This is an optimization exercise on Yosys and OpenROAD, whose aim is small area, not a production implementation.
The RTL was checked by simulation tests, not by an equivalence proof against the original design.
No activity file was given, so power comes from the tool's default toggle rates.

==> flow/design.v <==
module pow_module (
    input [3:0] base,
    input [3:0] exp,
    output reg [7:0] result
);
integer i;
always @(*) begin
    result = 8'd1;
    for (i = 0; i < 15; i = i + 1) begin
        if (i < exp)
            result = result * base;
    end
end
endmodule
module alu (
    input [3:0] a,
    input [3:0] b,
    input [2:0] opcode,
    output reg [7:0] result
);
wire [7:0] pow_result;
pow_module u_pow (
    .base(a),
    .exp(b),
    .result(pow_result)
);
always @(*) begin
    case (opcode)
        3'b000: result = a + b;         
        3'b001: result = a - b;         
        3'b010: result = (b != 0) ? (a / b) : 8'b11111111;  
        3'b011: result = a * b;         
        3'b100: result = pow_result;    
        3'b101: result = (a * b) / 4'd100;  
        default: result = 8'b00000000;   
    endcase
end
endmodule
module controller (
    input clk,
    input reset,
    input [3:0] key,
    input key_valid,
    output reg [7:0] result,
    output reg [3:0] op_display  
);
reg [3:0] a, b;
reg [2:0] opcode;
reg [1:0] state;
wire [7:0] alu_result;
localparam STATE_IDLE = 2'b00;
localparam STATE_OP = 2'b01;
localparam STATE_B = 2'b10;
localparam STATE_CALC = 2'b11;
alu u_alu (
    .a(a),
    .b(b),
    .opcode(opcode),
    .result(alu_result)
);
always @(posedge clk or posedge reset) begin
    if (reset) begin
        state <= STATE_IDLE;
        a <= 4'b0000;
        b <= 4'b0000;
        opcode <= 3'b000;
        result <= 8'b00000000;
        op_display <= 4'b0000;  
    end else if (key_valid) begin
        case (state)
            STATE_IDLE: begin
                if (key <= 4'b1001) begin  
                    a <= key;
                    state <= STATE_OP;
                end
            end
            STATE_OP: begin
                if (key >= 4'b1010) begin  
                    case (key)
                        4'b1010: opcode <= 3'b000;  
                        4'b1011: opcode <= 3'b001;  
                        4'b1100: opcode <= 3'b010;  
                        4'b1101: opcode <= 3'b011;  
                        4'b1110: opcode <= 3'b100;  
                        4'b1111: opcode <= 3'b101;  
                    endcase
                    op_display <= key;  
                    state <= STATE_B;
                end
            end
            STATE_B: begin
                if (key <= 4'b1001) begin  
                    b <= key;
                    state <= STATE_CALC;
                end
            end
            STATE_CALC: begin
                result <= alu_result;  
                state <= STATE_IDLE;
            end
        endcase
    end
end
endmodule
module calculator_top (
    input clk,
    input reset,
    input [3:0] row,
    output [3:0] col,
    output [7:0] result,
    output [3:0] op_display  
);
wire [3:0] key;
wire key_valid;
matkey u_keypad (
    .clk(clk),
    .reset(reset),
    .row(row),
    .col(col),
    .key(key),
    .key_valid(key_valid)
);
controller u_controller (
    .clk(clk),
    .reset(reset),
    .key(key),
    .key_valid(key_valid),
    .result(result),
    .op_display(op_display)  
);
endmodule
module matkey (
    input clk,
    input reset,
    input [3:0] row,
    output reg [3:0] col,
    output reg [3:0] key,
    output reg key_valid
);
always @(posedge clk or posedge reset) begin
    if (reset) begin
        col <= 4'b0001;
    end else begin
        col <= {col[2:0], col[3]};     
    end
end
always @(posedge clk) begin
    key_valid <= 0;  
    if (col==4'b0001) begin
        if (row[0]==1) begin key <= 4'b0000; key_valid <= 1; end  
        else if (row[1]==1) begin key <= 4'b0100; key_valid <= 1; end  
        else if (row[2]==1) begin key <= 4'b1000; key_valid <= 1; end  
        else if (row[3]==1) begin key <= 4'b1100; key_valid <= 1; end  
    end
    else if (col==4'b0010) begin
        if (row[0]==1) begin key <= 4'b0001; key_valid <= 1; end  
        else if (row[1]==1) begin key <= 4'b0101; key_valid <= 1; end  
        else if (row[2]==1) begin key <= 4'b1001; key_valid <= 1; end  
        else if (row[3]==1) begin key <= 4'b1101; key_valid <= 1; end  
    end
    else if (col==4'b0100) begin
        if (row[0]==1) begin key <= 4'b0010; key_valid <= 1; end  
        else if (row[1]==1) begin key <= 4'b0110; key_valid <= 1; end  
        else if (row[2]==1) begin key <= 4'b1010; key_valid <= 1; end  
        else if (row[3]==1) begin key <= 4'b1110; key_valid <= 1; end  
    end
    else if (col==4'b1000) begin
        if (row[0]==1) begin key <= 4'b0011; key_valid <= 1; end  
        else if (row[1]==1) begin key <= 4'b0111; key_valid <= 1; end  
        else if (row[2]==1) begin key <= 4'b1011; key_valid <= 1; end  
        else if (row[3]==1) begin key <= 4'b1111; key_valid <= 1; end  
    end
end
endmodule
==> flow/run.sh <==
#!/bin/bash
# synth_recipe.tcl (not shown) runs the flow's synth.tcl, then flattens the netlist and writes it again
# the make line also repeats each setting of config.mk as NAME=value (left out here)
make -C /OpenROAD-flow-scripts/flow DESIGN_CONFIG=/design/flow/config.mk WORK_HOME=/design/flow/orfs CLKGATE_MAP_FILE= SYNTH_SCRIPT=/design/flow/synth_recipe.tcl finish
==> flow/config.mk <==
export PLATFORM = sky130hd
export DESIGN_NAME = calculator_top
export DESIGN_NICKNAME = calculator_top
export VERILOG_FILES = /design/flow/design.v
export SDC_FILE = /design/flow/constraint.sdc
export NUM_CORES = 4
export LEC_CHECK = 0
export CAP_MARGIN = 20
export CORE_MARGIN = 2
export CORE_UTILIZATION = 40
export SLEW_MARGIN = 20
==> flow/constraint.sdc <==
create_clock -name core_clock -period 30.0 [get_ports {clk}]
set_input_delay 6.0000 -clock core_clock [delete_from_list [all_inputs] [get_ports {clk}]]
set_output_delay 6.0000 -clock core_clock [all_outputs]
set_load 0.01 [all_outputs]
==> results_dict.tcl <==
set metrics [dict create \
    design_area_sq_um 13990 \
    setup_viol 0 \
    cp_data_required_time_ps 30200 \
    ys_types 87 \
    p_seq_share_pct 18.3 \
    layout_min_cycle_time_ps 27270 \
    dr.pass1.iters 5 \
    use_met2_pct 37.15 \
    avgSynthCellArea_sq_um 7.830 \
    clock_path_buffers 2 \
    ant_nets 0 \
    fin_skew_ps 5.150 \
    rsz0062_at_grt "no" \
    routed_wl_mm 35.05 \
    crit_slowest_cell "dfrtp_2" \
    worst_pin_slew_ps 977.7 \
    syn_to_final_growth_pct 6.200 \
    p_int_mw 0.1560 \
    startpoint_type "register" \
    antenna_found_initial 0 \
    die_y_um 185.5 \
    ff2ff_path_depth 106 \
    rows 66 \
    synth-seq-cells 34 \
    synth_top_area_cell "fa_1" \
    crit_start "u_controller.a[1]" \
    fin_setup_tns_ps 0 \
    path_clk_slew_ps 50 \
    clock.fmax_ghz 0.03667 \
    slew_headroom_pct 34.82 \
    hold_path_end "u_keypad.col[1]" \
    yosysSeqAreaShare_pct 6.580 \
    synth_area_leaders "fa_1 19%, ha_1 16%, nand2_1 5.7%, inv_1 5.4%, dfrtp_1 5.3%" \
    first_iter_violations 767 \
    cts-buffers-inserted 5 \
    viasPerCell 5.421 \
    clock-root-buffer "clkbuf_16" \
    status "no timing/DRC/antenna violations" \
    p_sw_share_pct 42.63 \
    antennaDiodeCount 0 \
    hold_viol 0 \
    wire_per_inst_um 16.64 \
    drc 0 \
    yosysTopAreaCellShare_pct 19.29 \
    worstPathMaxFanout 36 \
    clkPwrFrac_pct 21.8 \
    fin_hold_ws_ps 451.4 \
    post_cts_buffers 0 \
    insertion_delay_ps 270 \
    use_met1_pct 30.07 \
    syn_area_sq_um 13180 \
    ir_drop_mv 0.02682 \
    powerDensity_nw_per_um2 19.43 \
    critPathKind "register to register" \
    placedInstanceArea_sq_um 13820 \
    gp_congestion 0.8620 \
    holdPathStages 0 \
    vias 11420 \
    max_stage_delay_ps 790 \
    cts_resized 0 \
    die_area_sq_um 34410 \
    synth-async-reset-ratio_pct 85.29 \
    hold_path_class "register to register" \
    busiest_layer "met2" \
    holdCritStartpoint "u_keypad.col[0]" \
    cts_sinks 34 \
    grt_use_total_pct 21.35 \
    worst-endpoint-arrival_ps 27470 \
    cts_tree "done" \
    die_w_um 185.5 \
    finalPower_mw 0.2720 \
    leakage_nw 6.589 \
    yosysWarnings 5 \
    path_common_cell "fa_1" \
    switchingPower_mw 0.1159 \
    worst-r2r-setup-slack_ps 2730 \
    start_util_pct 40.60 \
    drv_slew 0 \
    use_met3_pct 1.291 \
    synthCells 1683 \
    grt_pass1_vias 11570 \
    critPathCaptureType "register" \
    grt_overflow 0 \
    synthFlopType "dfrtp_1" \
    drive_above_1_share_pct 6.190 \
    htree_levels 2 \
    synth_edf_count 4 \
    reg2reg_from "u_controller.a[1]" \
    nNetsFinal 1965 \
    core_sq_um 32450 \
    hpwlAfterDp_mm 25.96 \
    power_frac_comb_pct 59.9 \
    ctsHoldBuffers 0 \
    netlist_top_cells_count "200 x nand2_1, 188 x inv_1, 169 x ha_1" \
    grt_start_max_net_pins 55 \
    drv_cap 0 \
    io_buffers 21 \
    boundaryPins 22 \
    r2r-end "u_controller.result[7]" \
    period_share_pct 90.89 \
    synth.most_common_cell "nand2_1" \
    grt_pass1_wl_mm 59.31 \
]
-- per-stage QoR --
stage | utilization (%) | setup slack [ps] | std cells
finish | 43.12 | 2733 | 2106
global route | 43.12 | 981.2 | 2106
CTS | 43.12 | 2769 | 2106
detailed placement | 42.59 | 2850 | 2098
global placement | 42.59 | 3233 | 2098
floorplan | - | 6080 | 1686
-- area by class of cell --
| class | count | area [sq um] |
|---|---|---|
| Clock inverter | 1 | 30.03 |
| Fill cell | 3268 | 18460 |
| Inverter | 193 | 724.4 |
| Timing Repair Buffer | 40 | 352.8 |
| Sequential cell | 34 | 874.6 |
| Clock buffer | 7 | 142.6 |
| Multi-Input combinational cell | 1389 | 11320 |
| Tap cell | 442 | 553.0 |
-- registers in the layout, summed over array words and instances, names as in the netlist --
register                 count
u_controller.result          8
u_keypad.col                 4
u_controller.state           2
u_keypad.key                 4
u_controller.op_display      4
u_controller.b               4
u_controller.a               4
u_controller.opcode          3
u_keypad.key_valid           1
-- critical path: cells and delay by family (launching register included) --
| kind | cells | cell delay (ps) |
|---|---|---|
| AO/OA/AOI/OAI | 19 | 4920 |
| adder cells (fa/ha/maj) | 32 | 13560 |
| XOR/XNOR | 13 | 2490 |
| buffers and inverters | 17 | 1300 |
| multiplexers | 2 | 790 |
| flip-flops | 1 | 790 |
| AND/OR/NAND/NOR | 23 | 3300 |
-- placed cells by master, fill, tap and decap left out, types with 24 or more instances in the layout --
cell type / synthesis / layout
ha_1: 169 / 169
dfrtp_1: 28 / 24
nor2_1: 164 / 163
fa_1: 127 / 127
a21o_1: 26 / 26
xnor2_1: 76 / 76
nand2_1: 200 / 200
inv_1: 188 / 187
nand3_1: 27 / 27
a21oi_1: 91 / 91
nand2b_1: 26 / 26
and2_1: 92 / 92
xor2_1: 35 / 35
mux2_2: 40 / 40
nor3_1: 36 / 36
o21ai_0: 58 / 58
-- power groups by stage --
stage | Clock [mW] | Combinational (mW) | Sequential (mW)
floorplan | 0 | 0.131 | 0.0483
global placement | 0 | 0.156 | 0.0506
detailed placement | 0 | 0.162 | 0.0506
CTS | 0.0608 | 0.163 | 0.0497
global route | 0.0624 | 0.186 | 0.0500
finish | 0.0593 | 0.163 | 0.0499
-- metal layers --
layer | share of wire (%) | wire length [um] | vias to the layer above
li1 | - | - | 5564
met1 | 47 | 16490 | 5556
met2 | 48 | 16690 | 275
met3 | 4.8 | 1667 | 21
met4 | 0.60 | 211 | 0
met5 | 0 | 0 | -
-- kinds of logic (layout without fill, tap and decap cells) --
kind of cell,after synthesis,count (layout),synth area share (%)
and+or+nand+nor,596,596,21.27
AOI/OAI and AO/OA,316,316,15.95
adders and majority gates,296,296,35.34
buffers and inverters,263,241,7.710
xor gates and xnor gates,114,114,7.890
muxes,63,63,5.232
DFF,34,34,6.580
other,1,4,0.02846
-- worst max path at each step --
| stage | to | cells after the start |
|---|---|---|
| global route | u_controller.result[7] | 106 |
| detailed placement | u_controller.result[7] | 106 |
| floorplan | u_controller.result[7] | 105 |
| global placement | u_controller.result[7] | 106 |
| finish | u_controller.result[7] | 106 |
| CTS | u_controller.result[7] | 106 |

-- static timing again, ports no longer ideal --
How much do the figures lean on ideal ports? The routed layout below was timed once more, with nothing changed but the port constraints.
Step 1 (the two cells are an assumption about what drives the block):
set clk [get_ports {clk}]
set_driving_cell -lib_cell sky130_fd_sc_hd__clkbuf_16 $clk
set_driving_cell -lib_cell sky130_fd_sc_hd__buf_2 [delete_from_list [all_inputs] $clk]
Step 2 moves the port delays by t, midway between the first and last clock arrival at a register: inputs arrive t later, outputs are due t later. That takes back most of the time a late clock gives input paths.
a / b / c = ideal ports / drivers / drivers and shift; a / b = the first two.
shift t [ns]: 0.303
setup WS [ns]: 2.733 / 2.733 / 2.733
worst setup path at the end: register to register
latest minus earliest clock arrival (ns): 0.005 / 0.005
worst register clock-pin slew, ns: 0.05 / 0.05
After both steps setup and hold are still met in this run. For this run, drivers alone change the setup slack by 0.000 ns; drivers and shift together by 0.000 ns.
